Context: an optimization exercise on an open-source flow, tuned for small area. The choices shown serve that exercise and are no tape-out recipe.
RTL that was checked went through simulation tests only; none was proved equivalent to the original.
No driver is modelled on the clock port, so clocking that relies on it looks cheaper here than on a real chip.
Power figures rest on the tool's default switching activity, not on a simulated workload.

## run D
==> module bs_timing, before the edit <==
module bs_timing(
    input  wire clk, reset,
    output wire game_tick, refresh_tick, active, hsync,
    output reg  [3:0] hc,
    output reg  [2:0] vc,
    output reg  vs
);
    reg [4:0] j10;           
    reg [4:0] c32;           
    reg [6:0] vr;            
    reg [2:0] r7;            
    wire j_is2 = j10[1] & ~j10[2];
    wire j_is7 = j10[2] & ~j10[1];
    wire j_is9 = j10[4] & ~j10[3];
    wire j_ge5 = j10[4];
    wire j_le8 = ~j_is9;
    wire c32_w = j_is9 & (&c32);
    wire hc_w  = c32_w & (hc == 4'd9);
    wire v_end = (vc == 3'd6) && (vr == 7'd92);
    wire vr_w  = (&vr) || v_end;
    always @(posedge clk) begin
        if (reset) begin
            j10 <= 5'b00111;       
            c32 <= 5'd0; hc <= 4'd0;
            vr <= 7'd48; vc <= 3'd0; r7 <= 3'b001; vs <= 1'b0;
        end else begin
            j10 <= {j10[3:0], ~j10[4]};
            r7  <= {r7[1:0], r7[2] ^ r7[1]};
            if (j_is9) c32 <= c32 + 5'd1;
            if (c32_w) hc <= (hc == 4'd9) ? 4'd0 : hc + 4'd1;
            if (hc_w) begin
                vr <= vr_w ? 7'd48 : vr + 7'd1;
                if (vr_w) vc <= v_end ? 3'd0 : vc + 3'd1;
            end
            vs <= (vc == 3'd6) && (vr == 7'd81 || vr == 7'd82);
        end
    end
    assign hsync = ((hc == 4'd8) && ((c32 > 5'd6) || (c32 == 5'd6 && j_ge5))) ||
                   ((hc == 4'd9) && ((c32 < 5'd12) || (c32 == 5'd12 && j_le8)));
    assign game_tick = j_is2 && (c32[3:0] == 4'd8) &&
                       (c32[4] ? (hc == 4'd3 || hc == 4'd8) : (hc == 4'd1 || hc == 4'd6));
    assign refresh_tick = j_is7 && (r7 == 3'b100);
    assign active = (hc < 4'd6) && (vc < 3'd6);
endmodule
==> flow/config.mk <==
export PLATFORM = sky130hd
export DESIGN_NAME = top
export DESIGN_NICKNAME = top
export VERILOG_FILES = /design/flow/design.v
export SDC_FILE = /design/flow/constraint.sdc
export NUM_CORES = 4
export LEC_CHECK = 0
export CAP_MARGIN = 20
export CORE_MARGIN = 2
export CORE_UTILIZATION = 60
export SLEW_MARGIN = 20
==> flow/constraint.sdc <==
create_clock -name core_clock -period 10.0 [get_ports {clk}]
set_input_delay 2.0000 -clock core_clock [delete_from_list [all_inputs] [get_ports {clk}]]
set_output_delay 2.0000 -clock core_clock [all_outputs]
set_load 0.01 [all_outputs]
standard.sh (not shown) runs the stock make flow with config.mk's settings and CLKGATE_MAP_FILE= SYNTH_SCRIPT=/design/flow/synth_recipe.tcl, a recipe that flattens the netlist after the stock synthesis.
==> flow/flow/run.sh <==
#!/bin/bash
# Own layout flow: the standard synthesis and ORFS flow, with
#  - the combinational logic of the synthesised netlist remapped for area by
#    yosys/abc (&deepsyn, several seeds in parallel, the smallest kept); the
#    registers are untouched black boxes;
#  - synthesis buffers removed and every logic cell set to its smallest drive
#    strength (POST_SYNTH hook); timing is repaired by the standard steps;
#  - port buffers of the smallest buffer cell; tie cells shared, not one per pin;
#  - CTS without dummy loads, with small clock buffers, each then downsized
#    while the flip-flop clock-pin slews stay below 110 ps (POST_CTS hook).
set -euo pipefail
W=$(pwd)
R="$W/orfs/results/sky130hd/top/base"
# liberty without the platform's dont-use cells
python3 "$W/flow/striplib.py" "$FLOW_HOME/platforms/sky130hd/lib/sky130_fd_sc_hd__tt_025C_1v80.lib" "$W/rmp.lib" 'lpflow|probe' > "$W/log_striplib.txt" 2>&1
KNOBS=(
  "POST_SYNTH_TCL=$W/flow/post_synth.tcl"
  "POST_CTS_TCL=$W/flow/post_cts.tcl"
  "SKIP_REPAIR_TIE_FANOUT=1"
  "BUFFER_PORTS_ARGS=-buffer_cell sky130_fd_sc_hd__buf_1"
  "CTS_ARGS=-sink_clustering_enable -repair_clock_nets -dont_use_dummy_load -buf_list {sky130_fd_sc_hd__clkbuf_2 sky130_fd_sc_hd__clkbuf_4 sky130_fd_sc_hd__clkbuf_8}"
)
bash standard.sh "${KNOBS[@]}" "$R/1_2_yosys.v" > "$W/log_synth_yosys.txt" 2>&1
cp "$R/1_2_yosys.v" "$W/std_1_2_yosys.v"

mkdir -p "$W/remap"
best=""; best_area=""
for s in 1 2 3 4; do
  printf 'strash\n&get -n\n&deepsyn -T 20 -S %s\n&dch -f\n&nf -R 1000\n&put\ntopo\n' "$s" > "$W/remap/s$s.abc"
  sed -e "s|@LIB@|$W/rmp.lib|g" -e "s|@IN@|$W/std_1_2_yosys.v|" -e "s|@TOP@|$FLOW_TOP|" \
      -e "s|@SCRIPT@|$W/remap/s$s.abc|" -e "s|@STAT@|$W/remap/s$s.stat|" -e "s|@OUT@|$W/remap/s$s.v|" \
      "$W/flow/remap.ys.in" > "$W/remap/s$s.ys"
  yosys -s "$W/remap/s$s.ys" > "$W/log_remap_s$s.txt" 2>&1 &
done
wait
for s in 1 2 3 4; do
  a=$(grep -o "Chip area for module '\\\\$FLOW_TOP': [0-9.]*" "$W/remap/s$s.stat" | awk '{print $NF}' || true)
  echo "seed $s area $a" >> "$W/log_remap_pick.txt"
  if [[ -n "$a" && -s "$W/remap/s$s.v" ]]; then
    if [[ -z "$best" ]] || awk -v a="$a" -v b="$best_area" 'BEGIN{exit !(a<b)}'; then best=$s; best_area=$a; fi
  fi
done
echo "picked seed $best area $best_area" >> "$W/log_remap_pick.txt"
if [[ -n "$best" ]]; then cp "$W/remap/s$best.v" "$R/1_2_yosys.v"; fi

bash standard.sh "${KNOBS[@]}" synth > "$W/log_synth.txt" 2>&1
bash standard.sh "${KNOBS[@]}" finish > "$W/log_finish.txt" 2>&1
Other scripts of this flow, unchanged in this note and not shown: flow/flow/post_cts.tcl, flow/flow/post_synth.tcl, flow/flow/remap.ys.in, flow/flow/striplib.py
Run D closes out successfully: all stages finished, all timing, DRC and antenna checks passed.
#### Input delta (run A over run D)
--- a/flow/design.v
+++ b/flow/design.v
@@ -5,36 +5,40 @@
     output reg  [2:0] vc,
     output reg  vs
 );
     reg [4:0] j10;           
     reg [4:0] c32;           
-    reg [6:0] vr;            
+    reg [2:0] va;            
+    reg [3:0] vb;            
     reg [2:0] r7;            
     wire j_is2 = j10[1] & ~j10[2];
     wire j_is7 = j10[2] & ~j10[1];
     wire j_is9 = j10[4] & ~j10[3];
     wire j_ge5 = j10[4];
     wire j_le8 = ~j_is9;
     wire c32_w = j_is9 & (&c32);
     wire hc_w  = c32_w & (hc == 4'd9);
-    wire v_end = (vc == 3'd6) && (vr == 7'd92);
-    wire vr_w  = (&vr) || v_end;
+    wire v_end = (vc == 3'd6) && (va == 3'd2) && (vb == 4'd12);
+    wire vb_w  = (vb == 4'd15);
+    wire vr_w  = (vb_w && va == 3'd4) || v_end;
     always @(posedge clk) begin
         if (reset) begin
             j10 <= 5'b00111;       
             c32 <= 5'd0; hc <= 4'd0;
-            vr <= 7'd48; vc <= 3'd0; r7 <= 3'b001; vs <= 1'b0;
+            va <= 3'd0; vb <= 4'd0; vc <= 3'd0; r7 <= 3'b001; vs <= 1'b0;
         end else begin
             j10 <= {j10[3:0], ~j10[4]};
             r7  <= {r7[1:0], r7[2] ^ r7[1]};
             if (j_is9) c32 <= c32 + 5'd1;
             if (c32_w) hc <= (hc == 4'd9) ? 4'd0 : hc + 4'd1;
             if (hc_w) begin
-                vr <= vr_w ? 7'd48 : vr + 7'd1;
+                vb <= v_end ? 4'd0 : vb + 4'd1;
+                if (vr_w) va <= 3'd0;
+                else if (vb_w) va <= va + 3'd1;
                 if (vr_w) vc <= v_end ? 3'd0 : vc + 3'd1;
             end
-            vs <= (vc == 3'd6) && (vr == 7'd81 || vr == 7'd82);
+            vs <= (vc == 3'd6) && (va == 3'd2) && (vb == 4'd1 || vb == 4'd2);
         end
     end
     assign hsync = ((hc == 4'd8) && ((c32 > 5'd6) || (c32 == 5'd6 && j_ge5))) ||
                    ((hc == 4'd9) && ((c32 < 5'd12) || (c32 == 5'd12 && j_le8)));
     assign game_tick = j_is2 && (c32[3:0] == 4'd8) &&
Total wire length after detailed routing improves in run A relative to run D. Run A — number of logic inverters in the finished layout 2 lower, run D as reference. Run A reports a lower mean post-synth cell area than run D does. Fraction of area in multi-input gates: run A vs run D up 0.23 points. | final critical path time including I/O delays and setup | run A vs run D | 0.032 ns lower |. Run A against run D: clock insertion delay at the later pin of the skew report decreased by 0.06 ns relative to the old numbers; width of the die essentially unchanged; area after synthesis shows a reduction of 0.37%; portion of the clock cycle consumed by the worst path in the final layout shrank by 0.32 points; maximum clock skew at final layout saw an increase. Diff run A and run D: internal power lower in run A. Number of iterations in the first detailed-routing pass ends up higher on run D. On global-route wire length before repair, run D loses to run A. Endpoint of the most critical setup path: vgaGreen[1] -> run D, vgaRed[3] -> run A. In run A, worst setup slack after layout is higher than in run D.
Only the layout flow was run in run D; the RTL was not checked for function there.

==> re-timing with driven ports <==
The results above use ideal ports. As a check the final layouts listed here were re-extracted and re-timed, cells and wires unchanged. Step 1 assumes that a clkbuf_16 drives the clock port and a buf_2 every other input. Step 2 times the ports against the registers' clock, not the clock port: input delays grow and output delays shrink by t, the midpoint of the rising clock arrivals with the driver on. a / b / c = ideal / step 1 / step 2; a / b = the first two.
| run | t, ns | setup slack, ns | hold slack, ns | latest minus earliest clock arrival (ns) | worst slew at a driven data input, ns |
|---|---|---|---|---|---|
| run D | 0.843 | 5.014 / 4.983 / 5.826 | 0.416 / 0.416 / 0.416 | 0.038 / 0.037 | 0.04 |
| run A | 0.778 | 5.046 / 5.017 / 5.794 | 0.422 / 0.422 / 0.422 | 0.041 / 0.041 | 0.03 |
After both steps every run listed still meets setup and hold.
